This is an optimization exercise on Yosys and OpenROAD, whose aim is small area and a short achievable clock period, not a production implementation. Power is estimated from default activity; no workload was simulated.

## job 103
==> flow/design.v <==
module OV7670_gt #(parameter W = 8) (input [W-1:0] a, input [W-1:0] b, output y);
	wire [W:0] g;
	assign g[0] = 1'b0;
	genvar i;
	generate for (i = 0; i < W; i = i + 1) begin : s
		assign g[i+1] = (a[i] & ~b[i]) | ((a[i] | ~b[i]) & g[i]);
	end endgenerate
	assign y = g[W];
endmodule
module OV7670_inc #(parameter W = 8) (input [W-1:0] q, input en, output [W-1:0] y, output all1);
	assign y[0] = q[0] ^ en;
	genvar i;
	generate for (i = 1; i < W; i = i + 1) begin : s
		assign y[i] = q[i] ^ (en & (&q[i-1:0]));
	end endgenerate
	assign all1 = &q;
endmodule
module OV7670_updn #(parameter W = 8) (input [W-1:0] q, input up, input dn, output [W-1:0] y);
	assign y[0] = q[0] ^ (up | dn);
	genvar i;
	generate for (i = 1; i < W; i = i + 1) begin : s
		assign y[i] = q[i] ^ ((up & (&q[i-1:0])) | (dn & ~(|q[i-1:0])));
	end endgenerate
endmodule
module OV7670_col(
	input clk,
	input rst,
	input clr,        
	input vs_rise,
	input fall,       
	input rowclr,     
	input fresh,
	input fire,       
	output reg [11:0] Prom,
	output reg [7:0] Inc,
	output reg [7:0] D,
	output [1:0] shape,  
	output [11:0] prom_step  
);
	reg [5:0] A;      
	reg [6:0] E;      
	wire fbk = Prom[11] ^ Prom[5] ^ Prom[3] ^ Prom[0] ^ ~|Prom[10:0];
	assign prom_step = {Prom[10:0], fbk};
	wire [11:0] prom_n = fire ? prom_step : Prom;
	wire [5:0] a_n;
	wire a_all1;
	OV7670_inc #(6) ia(.q(A), .en(fire), .y(a_n), .all1(a_all1));
	wire [6:0] e_dec;
	OV7670_updn #(7) ue(.q(E), .up(1'b0), .dn(fire), .y(e_dec));
	wire [6:0] e_n = {e_dec[6] ^ (fire & a_all1), e_dec[5:0]};
	wire up = e_n[6];
	wire dn = ~e_n[6] & (|e_n[5:0]);
	wire [7:0] inc_n;
	OV7670_updn #(8) uinc(.q(Inc), .up(up), .dn(dn), .y(inc_n));
	wire inc_is0 = ~|Inc;
	wire inc_is255 = &Inc;
	wire d_is0 = ~|D;
	wire d_zero = fresh | (up & d_is0 & ~inc_is255) | (dn & inc_is0);
	wire d_full = up & inc_is255;
	wire [7:0] d_step;
	OV7670_updn #(8) ud(.q(D), .up(dn), .dn(up), .y(d_step));
	wire inrange = (Inc > 8'd88) & (Inc < 8'd112);
	wire dgt12 = (D > 8'd12);
	assign shape = inrange ? ((fresh | dgt12) ? 2'b10 : 2'b01) : 2'b11;
	always @(posedge clk) begin
		Prom <= clr ? 12'd0 : prom_n;
		A <= (clr | rowclr) ? 6'd0 : a_n;
		if (clr) E <= 7'd0;
		else if (rowclr) E <= {1'b0, a_n};
		else E <= e_n;
		if (rst) Inc <= 8'd0;
		else if (vs_rise) Inc <= 8'd100;
		else if (fall) Inc <= inc_n;
		if (fall) D <= d_zero ? 8'd0 : d_full ? 8'd255 : d_step;
	end
endmodule
module OV7670(
	input Reset,
	output reg [11:0]  PixelData,
	output [14:0] PAddress,
	output reg WPixel,
	input Pclock,
	input Href,
	input Vsync,
	input [7:0] Data,
	output reg [1:0] Promedio,
	output reg [1:0] Forma
);
	reg Href_prev, VSync_prev, Sync;
	reg [7:0] XPixel, YPixel;
	reg [10:0] PAhi;             
	reg [1:0] fcol;              
	reg fk;                      
	reg [1:0] cls;               
	reg fresh;                   
	reg gRG, gGR, gRB, gBR, gGB, gBG;  
	assign PAddress = {PAhi, XPixel[3:0]};
	wire vs_rise = Vsync & ~VSync_prev;
	wire fall    = ~Vsync & ~Href & Href_prev;
	wire hi_byte = ~Vsync & Href & ~Sync;
	wire lo_byte = ~Vsync & Href & Sync;
	wire clr = Reset | vs_rise;
	wire [7:0] xp1, yp1;
	wire x_all1, y_all1;
	OV7670_inc #(8) ix(.q(XPixel), .en(1'b1), .y(xp1), .all1(x_all1));
	OV7670_inc #(8) iy(.q(YPixel), .en(1'b1), .y(yp1), .all1(y_all1));
	wire x_ge175 = XPixel[7] & (XPixel[6] | XPixel[5] & (XPixel[4] | (&XPixel[3:0])));
	wire x_gt175 = XPixel[7] & (XPixel[6] | XPixel[5] & XPixel[4]);
	wire y_ge143 = YPixel[7] & (YPixel[6] | YPixel[5] | YPixel[4] | (&YPixel[3:0]));
	wire y_gt143 = YPixel[7] & (YPixel[6] | YPixel[5] | YPixel[4]);
	wire x_out_inc = x_ge175 & ~x_all1;
	wire y_out_inc = y_ge143 & ~y_all1;
	wire pd_zero = ~Vsync & (fall ? y_out_inc : (y_gt143 | (lo_byte ? x_out_inc : x_gt175)));
	wire x_lo15 = &XPixel[3:0];
	wire [6:0] U = PAhi[10:4];
	wire [3:0] L = PAhi[3:0];
	wire [6:0] u_up, u_dn;
	wire u_all1;
	OV7670_inc #(7) iu(.q(U), .en(1'b1), .y(u_up), .all1(u_all1));
	OV7670_updn #(7) du(.q(U), .up(1'b0), .dn(1'b1), .y(u_dn));
	wire [4:0] li = {1'b0, L} + 5'd1;
	wire [6:0] ui = li[4] ? (x_all1 ? U : u_up) : (x_all1 ? u_dn : U);
	wire [10:0] pa_inc = {ui, li[3:0]};
	wire [4:0] dfl = 5'd11 - {1'b0, XPixel[7:4]};
	wire [4:0] lf = {1'b0, L} + {1'b0, dfl[3:0]};
	wire [6:0] uf = lf[4] ? (dfl[4] ? U : u_up) : (dfl[4] ? u_dn : U);
	wire [10:0] pa_fall = y_all1 ? 11'd0 : {uf, lf[3:0]};
	wire xwin = (XPixel >= 8'd38) & (XPixel <= 8'd136);
	wire ywin = (YPixel >= 8'd23) & (YPixel <= 8'd121);
	wire [3:0] cR = PixelData[11:8];
	wire [3:0] cG = PixelData[7:4];
	wire [3:0] cB = Data[7:4];
	wire rgtg, ggtr, mgtb, bgtm;
	OV7670_gt #(4) c0(.a(cR), .b(cG), .y(rgtg));
	OV7670_gt #(4) c1(.a(cG), .b(cR), .y(ggtr));
	wire [3:0] cM = rgtg ? cR : cG;
	OV7670_gt #(4) c2(.a(cM), .b(cB), .y(mgtb));
	OV7670_gt #(4) c3(.a(cB), .b(cM), .y(bgtm));
	wire win = lo_byte & xwin & ywin;
	wire [1:0] cls_n = ~win ? 2'd0 : bgtm ? 2'd3 : (mgtb & rgtg) ? 2'd1 : (mgtb & ggtr) ? 2'd2 : 2'd0;
	wire same = (fcol == cls);
	wire fireR = (cls == 2'd1) & same & fk;
	wire fireG = (cls == 2'd2) & same & fk;
	wire fireB = (cls == 2'd3) & same & fk;
	wire rowclr = fall & ~VSync_prev;
	wire [11:0] PR, PG, PB;
	wire [7:0] IR, IG, IB, DR, DG, DB;
	wire [1:0] SR, SG, SB;
	wire [11:0] NR, NG, NB;
	OV7670_col colR(.clk(Pclock), .rst(Reset), .clr(clr), .vs_rise(vs_rise), .fall(fall), .rowclr(rowclr), .fresh(fresh), .fire(fireR), .Prom(PR), .Inc(IR), .D(DR), .shape(SR), .prom_step(NR));
	OV7670_col colG(.clk(Pclock), .rst(Reset), .clr(clr), .vs_rise(vs_rise), .fall(fall), .rowclr(rowclr), .fresh(fresh), .fire(fireG), .Prom(PG), .Inc(IG), .D(DG), .shape(SG), .prom_step(NG));
	OV7670_col colB(.clk(Pclock), .rst(Reset), .clr(clr), .vs_rise(vs_rise), .fall(fall), .rowclr(rowclr), .fresh(fresh), .fire(fireB), .Prom(PB), .Inc(IB), .D(DB), .shape(SB), .prom_step(NB));
	wire [11:0] Nx = (cls == 2'd1) ? NR : (cls == 2'd2) ? NG : NB;
	wire eNR = (Nx == PR);
	wire eNG = (Nx == PG);
	wire eNB = (Nx == PB);
	wire zN = ~|Nx;
	wire zR = ~|PR;
	wire zG = ~|PG;
	wire zB = ~|PB;
	reg nRG, nGR, nRB, nBR, nGB, nBG;
	always @(*) begin
		{nRG, nGR, nRB, nBR, nGB, nBG} = {gRG, gGR, gRB, gBR, gGB, gBG};
		if (fireR) begin
			nRG = ~zN & ~gGR;  nGR = zN ? ~zG : gGR & ~eNG;
			nRB = ~zN & ~gBR;  nBR = zN ? ~zB : gBR & ~eNB;
		end
		if (fireG) begin
			nGR = ~zN & ~gRG;  nRG = zN ? ~zR : gRG & ~eNR;
			nGB = ~zN & ~gBG;  nBG = zN ? ~zB : gBG & ~eNB;
		end
		if (fireB) begin
			nBR = ~zN & ~gRB;  nRB = zN ? ~zR : gRB & ~eNR;
			nBG = ~zN & ~gGB;  nGB = zN ? ~zG : gGB & ~eNG;
		end
	end
	wire rwin = nRG & nRB;
	wire gwin = nGR & nGB;
	wire bwin = nBR & nBG;
	wire [1:0] f_shape = rwin ? SR : gwin ? SG : SB;
	wire [1:0] p_n = rwin ? 2'b01 : gwin ? 2'b10 : bwin ? 2'b11 : 2'b00;
	wire [1:0] f_n = (rwin | gwin | bwin) ? f_shape : 2'b00;
	always @(posedge Pclock) begin
		if (Reset) begin
			Href_prev <= 1'b0;
			VSync_prev <= 1'b0;
			Sync <= 1'b0;
			WPixel <= 1'b0;
			XPixel <= 8'd0;
			YPixel <= 8'd0;
			PAhi <= 11'd0;
			PixelData <= 12'd0;
			fcol <= 2'd0;
			fk <= 1'b0;
			fresh <= 1'b1;
			cls <= 2'd0;
			{gRG, gGR, gRB, gBR, gGB, gBG} <= 6'd0;
			Promedio <= 2'd0;
			Forma <= 2'd0;
		end else begin
			Href_prev <= Href;
			VSync_prev <= Vsync;
			Sync <= hi_byte;
			WPixel <= lo_byte;
			if (Vsync | fall) XPixel <= 8'd0;
			else if (lo_byte) XPixel <= xp1;
			if (Vsync) YPixel <= 8'd0;
			else if (fall) YPixel <= yp1;
			if (Vsync) PAhi <= 11'd0;
			else if (fall) PAhi <= pa_fall;
			else if (lo_byte & x_lo15) PAhi <= pa_inc;
			if (pd_zero) PixelData <= 12'd0;
			else begin
				if (hi_byte) PixelData[11:4] <= Data;
				if (lo_byte) PixelData[3:0] <= Data[7:4];
			end
			cls <= cls_n;
			if (cls != 2'd0) begin
				if (same & fk) begin
					fcol <= 2'd0;
					fk <= 1'b0;
				end else if (same) begin
					fk <= 1'b1;
				end else begin
					fcol <= cls;
					fk <= 1'b0;
				end
			end
			if (vs_rise) {gRG, gGR, gRB, gBR, gGB, gBG} <= 6'd0;
			else {gRG, gGR, gRB, gBR, gGB, gBG} <= {nRG, nGR, nRB, nBR, nGB, nBG};
			if (vs_rise) fresh <= 1'b1;
			else if (fall) fresh <= 1'b0;
			if (vs_rise) begin
				Promedio <= p_n;
				Forma <= f_n;
			end
		end
	end
endmodule
==> flow/config.mk <==
export PLATFORM = sky130hd
export DESIGN_NAME = OV7670
export DESIGN_NICKNAME = OV7670
export VERILOG_FILES = /design/flow/design.v
export SDC_FILE = /design/flow/constraint.sdc
export NUM_CORES = 4
export LEC_CHECK = 0
export CAP_MARGIN = 20
export CORE_MARGIN = 2
export CORE_UTILIZATION = 40
export SETUP_SLACK_MARGIN = 5
export SLEW_MARGIN = 20
==> flow/constraint.sdc <==
create_clock -name core_clock -period 8.0 [get_ports {Pclock}]
set_input_delay 1.6000 -clock core_clock [delete_from_list [all_inputs] [get_ports {Pclock}]]
set_output_delay 1.6000 -clock core_clock [all_outputs]
set_load 0.01 [all_outputs]
standard.sh (not shown) runs the stock make flow with config.mk's settings and CLKGATE_MAP_FILE= SYNTH_SCRIPT=/design/flow/synth_recipe.tcl, a recipe that flattens the netlist after the stock synthesis.
==> flow/flow/run.sh <==
#!/bin/bash
# The standard layout, with plain buffers (instead of the default delay
# buffer) on the input and output ports.
set -euo pipefail
bash standard.sh 'BUFFER_PORTS_ARGS=-buffer_cell sky130_fd_sc_hd__buf_2' finish > standard.log 2>&1
Setup changes, job 103 to job 102
--- a/flow/design.v
+++ b/flow/design.v
@@ -47,8 +47,13 @@
 	OV7670_inc #(6) ia(.q(A), .en(fire), .y(a_n), .all1(a_all1));
 	wire [6:0] e_dec;
-	OV7670_updn #(7) ue(.q(E), .up(1'b0), .dn(fire), .y(e_dec));
-	wire [6:0] e_n = {e_dec[6] ^ (fire & a_all1), e_dec[5:0]};
-	wire up = e_n[6];
-	wire dn = ~e_n[6] & (|e_n[5:0]);
+	OV7670_updn #(7) ue(.q(E), .up(1'b0), .dn(1'b1), .y(e_dec));
+	wire [6:0] E1 = {e_dec[6] ^ a_all1, e_dec[5:0]};
+	wire [6:0] e_n = fire ? E1 : E;
+	wire up0 = E[6];
+	wire dn0 = ~E[6] & (|E[5:0]);
+	wire up1 = E1[6];
+	wire dn1 = ~E1[6] & (|E1[5:0]);
+	wire up = fire ? up1 : up0;
+	wire dn = fire ? dn1 : dn0;
 	wire [7:0] inc_n;
 	OV7670_updn #(8) uinc(.q(Inc), .up(up), .dn(dn), .y(inc_n));
@@ -122,7 +127,12 @@
 	wire [6:0] ui = li[4] ? (x_all1 ? U : u_up) : (x_all1 ? u_dn : U);
 	wire [10:0] pa_inc = {ui, li[3:0]};
-	wire [4:0] dfl = 5'd11 - {1'b0, XPixel[7:4]};
-	wire [4:0] lf = {1'b0, L} + {1'b0, dfl[3:0]};
-	wire [6:0] uf = lf[4] ? (dfl[4] ? U : u_up) : (dfl[4] ? u_dn : U);
+	wire [3:0] x4 = XPixel[7:4];
+	wire [3:0] lfs = L + 4'd11 - x4;
+	wire [4:0] x4p4 = {1'b0, x4} + 5'd4;
+	wire fup;
+	OV7670_gt #(5) cfu(.a({1'b0, L}), .b(x4p4), .y(fup));
+	wire fdn = ~L[3] & ~L[2] & x4[3] & x4[2] & ((x4[1] & ~L[1]) | ((x4[1] | ~L[1]) & (x4[0] | ~L[0])));
+	wire [6:0] uf = fup ? u_up : fdn ? u_dn : U;
+	wire [4:0] lf = {1'b0, lfs};
 	wire [10:0] pa_fall = y_all1 ? 11'd0 : {uf, lf[3:0]};
 	wire xwin = (XPixel >= 8'd38) & (XPixel <= 8'd136);
Notes after the runs:
A power group with the highest consumption of the clock network is what job 103 shows, while registers belongs to job 102. Setup slack in job 102 is larger than in job 103. Job 102 vs job 103, ratio of routed vias to standard cells went down by 0.26. Lower chip height goes to job 103 over job 102. Comparing job 103 and job 102, wire length is higher on job 103. Compared with job 103, job 102 shows total of clock buffers placed in the layout lower by 5. Both conditions hold for job 102: the flow ran to the end and the final layout passed the timing, DRC and antenna checks. Relative to job 103, number of non-clock inverters in the layout has increased by 5 in job 102. Area added between synthesis and finish was higher in job 103 than in job 102. Cmp job 103 and job 102 / flip-flop and latch share of the layout cell area / lower: job 103. Data required time at the worst endpoint: job 102 higher than job 103. | final clock period utilization by the worst path | lower: job 102 |. Total length of routed met3 wires, job 103 and job 102: smaller value in job 102.
No functional check of the RTL was part of any run of this note.

## afterwards: timing with drivers on the ports
Ports are ideal in the flow. The routed layouts listed here were re-timed in OpenROAD.
Step 1, drivers: a clkbuf_16 drives Pclock and a buf_2 each remaining input, both assumed.
Step 2 times the ports against the registers' clock, not the clock port: input delays grow and output delays shrink by t, the midpoint of the rising clock arrivals with the driver on.
Three values: no drivers, after step 1, after step 2; two values: the first two.
run	shift t [ns]	setup slack, ns	worst register clock-pin slew, ns	cell pins on the clock port's net
job 103	0.477	4.594 / 4.594 / 4.594	0.07 / 0.07	1
job 102	0.476	5.042 / 5.042 / 4.654	0.07 / 0.07	1
After both steps setup and hold are still met in every run listed. The setup slack of job 102, which loses most, moves by 0.000 ns with the drivers and by -0.388 ns with both steps.
